This is an optimization exercise on Yosys and OpenROAD, whose aim is small area, not a production implementation.
Only simulation tests tie the RTL to the original design; equivalence was not proved.

## north
==> flow/design.v <==
module FrequencyDetector(MAX10_CLK1_50, KEY, HEX0, HEX1, HEX2, HEX3, HEX4, HEX5, LEDR, SW, GPIO);
	input MAX10_CLK1_50;
	input [1:0] KEY;
	output [6:0] HEX0, HEX1, HEX2, HEX3, HEX4, HEX5;
	output [9:0] LEDR;
	input [9:0] SW;
	input [34:0] GPIO;
	wire clk = MAX10_CLK1_50;
	wire rst = SW[1];
	wire sig = SW[0] ? KEY[1] : ~GPIO[0];
	reg ef, eb, ep;
	reg [25:0] cnt, P, W;
	reg pz, wz;
	wire wrap = ((cnt & 26'd50000001) == 26'd50000001);
	wire clr = rst | ep | wrap;
	wire [26:0] ci;			 
	wire [25:0] cnt_nx;		 
	assign ci[0] = 1'b1;
	genvar i;
	generate
		for (i = 0; i < 26; i = i + 1) begin : inc
			assign cnt_nx[i] = ~clr & (cnt[i] ^ ci[i]);
			assign ci[i + 1] = cnt[i] & ci[i];
		end
	endgenerate
	wire ldp = ~rst & ~ef & eb;
	wire ldw = ~rst & ef & ~eb;
	always @(posedge clk) begin
		cnt <= cnt_nx;
		if (~rst) begin
			ef <= sig;
			eb <= ef;
			ep <= ~ef & eb;
		end
		if (ldp) P <= cnt;
		if (ldw) W <= cnt_nx;
		if (rst | ldp) pz <= rst;
		if (rst | ldw) wz <= rst;
	end
	reg [5:0] st;			 
	always @(posedge clk) st <= st + 6'd1;
	wire ph = st[5];
	wire [4:0] t = st[4:0];
	wire first = (t == 5'd0);
	wire pnz = ~pz & (|P);
	wire mhz = pnz & (P <= 26'd50);
	wire khz = ~pz & (P > 26'd50) & (P <= 26'd50000);
	wire hz = ~mhz & ~khz;
	wire [31:0] N = mhz ? 32'd50 : khz ? 32'd50000 : 32'd50000000;
	wire nbit = N[~t];
	wire wb = (t >= 5'd2 && t <= 5'd27) ? (W[t - 5'd2] & ~wz) : 1'b0;
	reg [3:0] dl;
	reg [1:0] cy;
	wire [2:0] xs = wb + dl[2] + dl[3] + (first ? 2'd0 : cy);
	always @(posedge clk) begin
		dl <= {dl[2:0], wb};
		cy <= xs[2:1];
	end
	reg [31:0] ring;
	always @(posedge clk) ring <= {ph ? ring[0] : xs[0], ring[31:1]};
	wire [15:0] odd = {ring[31], ring[29], ring[27], ring[25], ring[23], ring[21], ring[19], ring[17],
	                   ring[15], ring[13], ring[11], ring[9], ring[7], ring[5], ring[3], ring[1]};
	wire rbit = odd[~t[3:0]];
	wire x = ph ? rbit : nbit;
	reg [25:0] R;
	wire [26:0] T = {(first ? 26'd0 : R), x};
	wire [27:0] b;			 
	wire [26:0] D;
	assign b[0] = 1'b0;
	generate
		for (i = 0; i < 27; i = i + 1) begin : sub
			wire p = (i < 26) ? P[i] : 1'b0;
			assign D[i] = T[i] ^ p ^ b[i];
			assign b[i + 1] = (~T[i] & p) | (~(T[i] ^ p) & b[i]);
		end
	endgenerate
	wire ge = ~b[27] & pnz;
	always @(posedge clk) R <= ge ? D[25:0] : T[25:0];
	wire q = ge & ~(ph & (t < 5'd5));	 
	reg [3:0] r1, r2, h;
	wire g1, g2;
	wire [2:0] m1, m2;
	stage10 s1(.r(r1), .clr(first), .g(g1), .m(m1));
	stage10 s2(.r(r2), .clr(first), .g(g2), .m(m2));
	always @(posedge clk) begin
		r1 <= {m1, q};
		r2 <= {m2, g1};
		h <= {h[2:0], g2};
	end
	reg [3:0] d0, d1, d2, d3, d4, d5;
	reg [2:0] led;
	always @(posedge clk) led <= {hz & ~rst, khz, mhz};
	always @(posedge clk) begin
		if (first) begin
			if (ph) begin
				d5 <= r1;
				d4 <= r2;
				d3 <= h;
			end else begin
				d2 <= r1;
				d1 <= r2;
				d0 <= h;
			end
		end
	end
	function [6:0] seg;
		input [3:0] d;
		seg = (d == 4'd0) ? 7'b1000000 :
		      (d == 4'd1) ? 7'b1111001 :
		      (d == 4'd2) ? 7'b0100100 :
		      (d == 4'd3) ? 7'b0110000 :
		      (d == 4'd4) ? 7'b0011001 :
		      (d == 4'd5) ? 7'b0010010 :
		      (d == 4'd6) ? 7'b0000010 :
		      (d == 4'd7) ? 7'b1111000 :
		      (d == 4'd8) ? 7'b0000000 :
		      (d == 4'd9) ? 7'b0011000 : 7'b1111110;
	endfunction
	function [6:0] segd;
		input [3:0] d;
		reg A, B, C, D;
		begin
			{A, B, C, D} = d;
			segd[0] = (~A & ~B & ~C & D) | (B & ~C & ~D);
			segd[1] = B & (C ^ D);
			segd[2] = ~B & C & ~D;
			segd[3] = (~B & ~C & D) | (B & ~C & ~D) | (B & C & D);
			segd[4] = D | (B & ~C);
			segd[5] = (~A & ~B & D) | (~B & C) | (C & D);
			segd[6] = (~A & ~B & ~C) | (B & C & D);
		end
	endfunction
	function [6:0] segm;
		input [3:0] r;
		reg c2, c1, c0, b;
		begin
			{c2, c1, c0, b} = r;
			segm[0] = (~c1 & b) | (c2 & c0 & ~b);
			segm[1] = (~c2 & ~c0 & ~b) | (c2 & c0 & b);
			segm[2] = ~c2 & c1 & c0 & ~b;
			segm[3] = (~c0 & b) | (~c1 & b) | (c2 & c0 & ~b);
			segm[4] = b | (c2 & c0);
			segm[5] = (~c2 & b) | (~c2 & c1 & c0);
			segm[6] = ~c1 | (~c2 & ~c0 & b);
		end
	endfunction
	assign HEX0 = segm(d2);
	assign HEX1 = segm(d1);
	assign HEX2 = seg(d0);
	assign HEX3 = segm(d5);
	assign HEX4 = segm(d4);
	assign HEX5 = segd(d3);
	assign LEDR = {7'b0000000, led};
endmodule
module stage10(r, clr, g, m);
	input [3:0] r;
	input clr;
	output g;
	output [2:0] m;
	wire c2 = r[3], c1 = r[2], c0 = r[1], b = r[0];
	assign g = ~clr & (~c0 | (c2 & b));
	assign m[2] = ~clr & ((~c0 & b) | (c1 & c0 & ~b));
	assign m[1] = ~clr & (~c0 | (c1 & ~b) | (~c2 & b));
	assign m[0] = clr | ~c1 | (~c2 & ~b) | (~c2 & ~c0) | (c2 & c0 & b);
endmodule
clock: 115.0 ns
lec_check: 0
cap_margin: 20
core_margin: 2
core_utilization: 40
gpl_timing_driven: 0
slew_margin: 20
standard.sh (not shown) runs the stock make flow with config.mk's settings and CLKGATE_MAP_FILE= SYNTH_SCRIPT=/design/flow/synth_recipe.tcl, a recipe that flattens the netlist after the stock synthesis.
==> flow/flow/run.sh <==
#!/bin/bash
# The standard ORFS layout (standard.sh), with two changes made through
# ORFS's own variables: the port buffers use the smallest buffer cell, and
# clock tree synthesis uses clkbuf_8 and inserts no dummy loads.
# make's full output goes to make_flow.log; ORFS keeps each step's log
# under orfs/logs/.
set -euo pipefail
export BUFFER_PORTS_ARGS="-buffer_cell sky130_fd_sc_hd__buf_1"
export CTS_ARGS="-sink_clustering_enable -repair_clock_nets -dont_use_dummy_load -buf_list {sky130_fd_sc_hd__clkbuf_8}"
bash standard.sh > make_flow.log 2>&1
--- input diff north..south ---
Settings: a change of SLEW_MARGIN from 20 to 0; a change of CAP_MARGIN from 20 to 0; a deleted GPL_TIMING_DRIVEN that had been 0.
--- outcome ---
- Routed wire in south totals less than in north.
- On ratio of final minimum period to clock period, south and north are basically level.
- Utilization in south is 0.84 points lower than in north
- Reported for south and north, antenna diode count turned out identical to the last digit.
- north → south: multi-input logic portion of the cell area rose 0.81 points; number of vias in the routed layout fell 60; worst-case setup margin in the final layout rose 60 ps; final instance count without filler cells fell about 3.4%.
- The final worst hold slack number comes out lower for south vs north.
- south: register share of the cell area higher than north

[re-timing with driven ports]
How much do the figures lean on ideal ports? The routed layouts below were timed once more, with nothing changed but the port constraints. Step 1 assumes that a clkbuf_16 drives the clock port and a buf_2 every other input. Step 2 moves the port delays by t, midway between the first and last clock arrival at a register: inputs arrive t later, outputs are due t later. That takes back most of the time a late clock gives input paths. a / b / c = ideal ports / drivers / drivers and shift; a / b = the first two.
run | shift t [ns] | setup WS [ns] | hold slack, ns | clock arrival spread, ns | slew at the worst register clock pin (ns)
north | 0.475 | 90.295 / 90.259 / 90.469 | 0.327 / 0.327 / 0.327 | 0.029 / 0.029 | 0.09 / 0.09
south | 0.471 | 90.355 / 90.321 / 90.346 | 0.309 / 0.309 / 0.309 | 0.028 / 0.028 | 0.09 / 0.09
After both steps setup and hold are still met in every run listed. For south, which loses most, drivers alone change the setup slack by -0.034 ns; drivers and shift together by -0.009 ns.
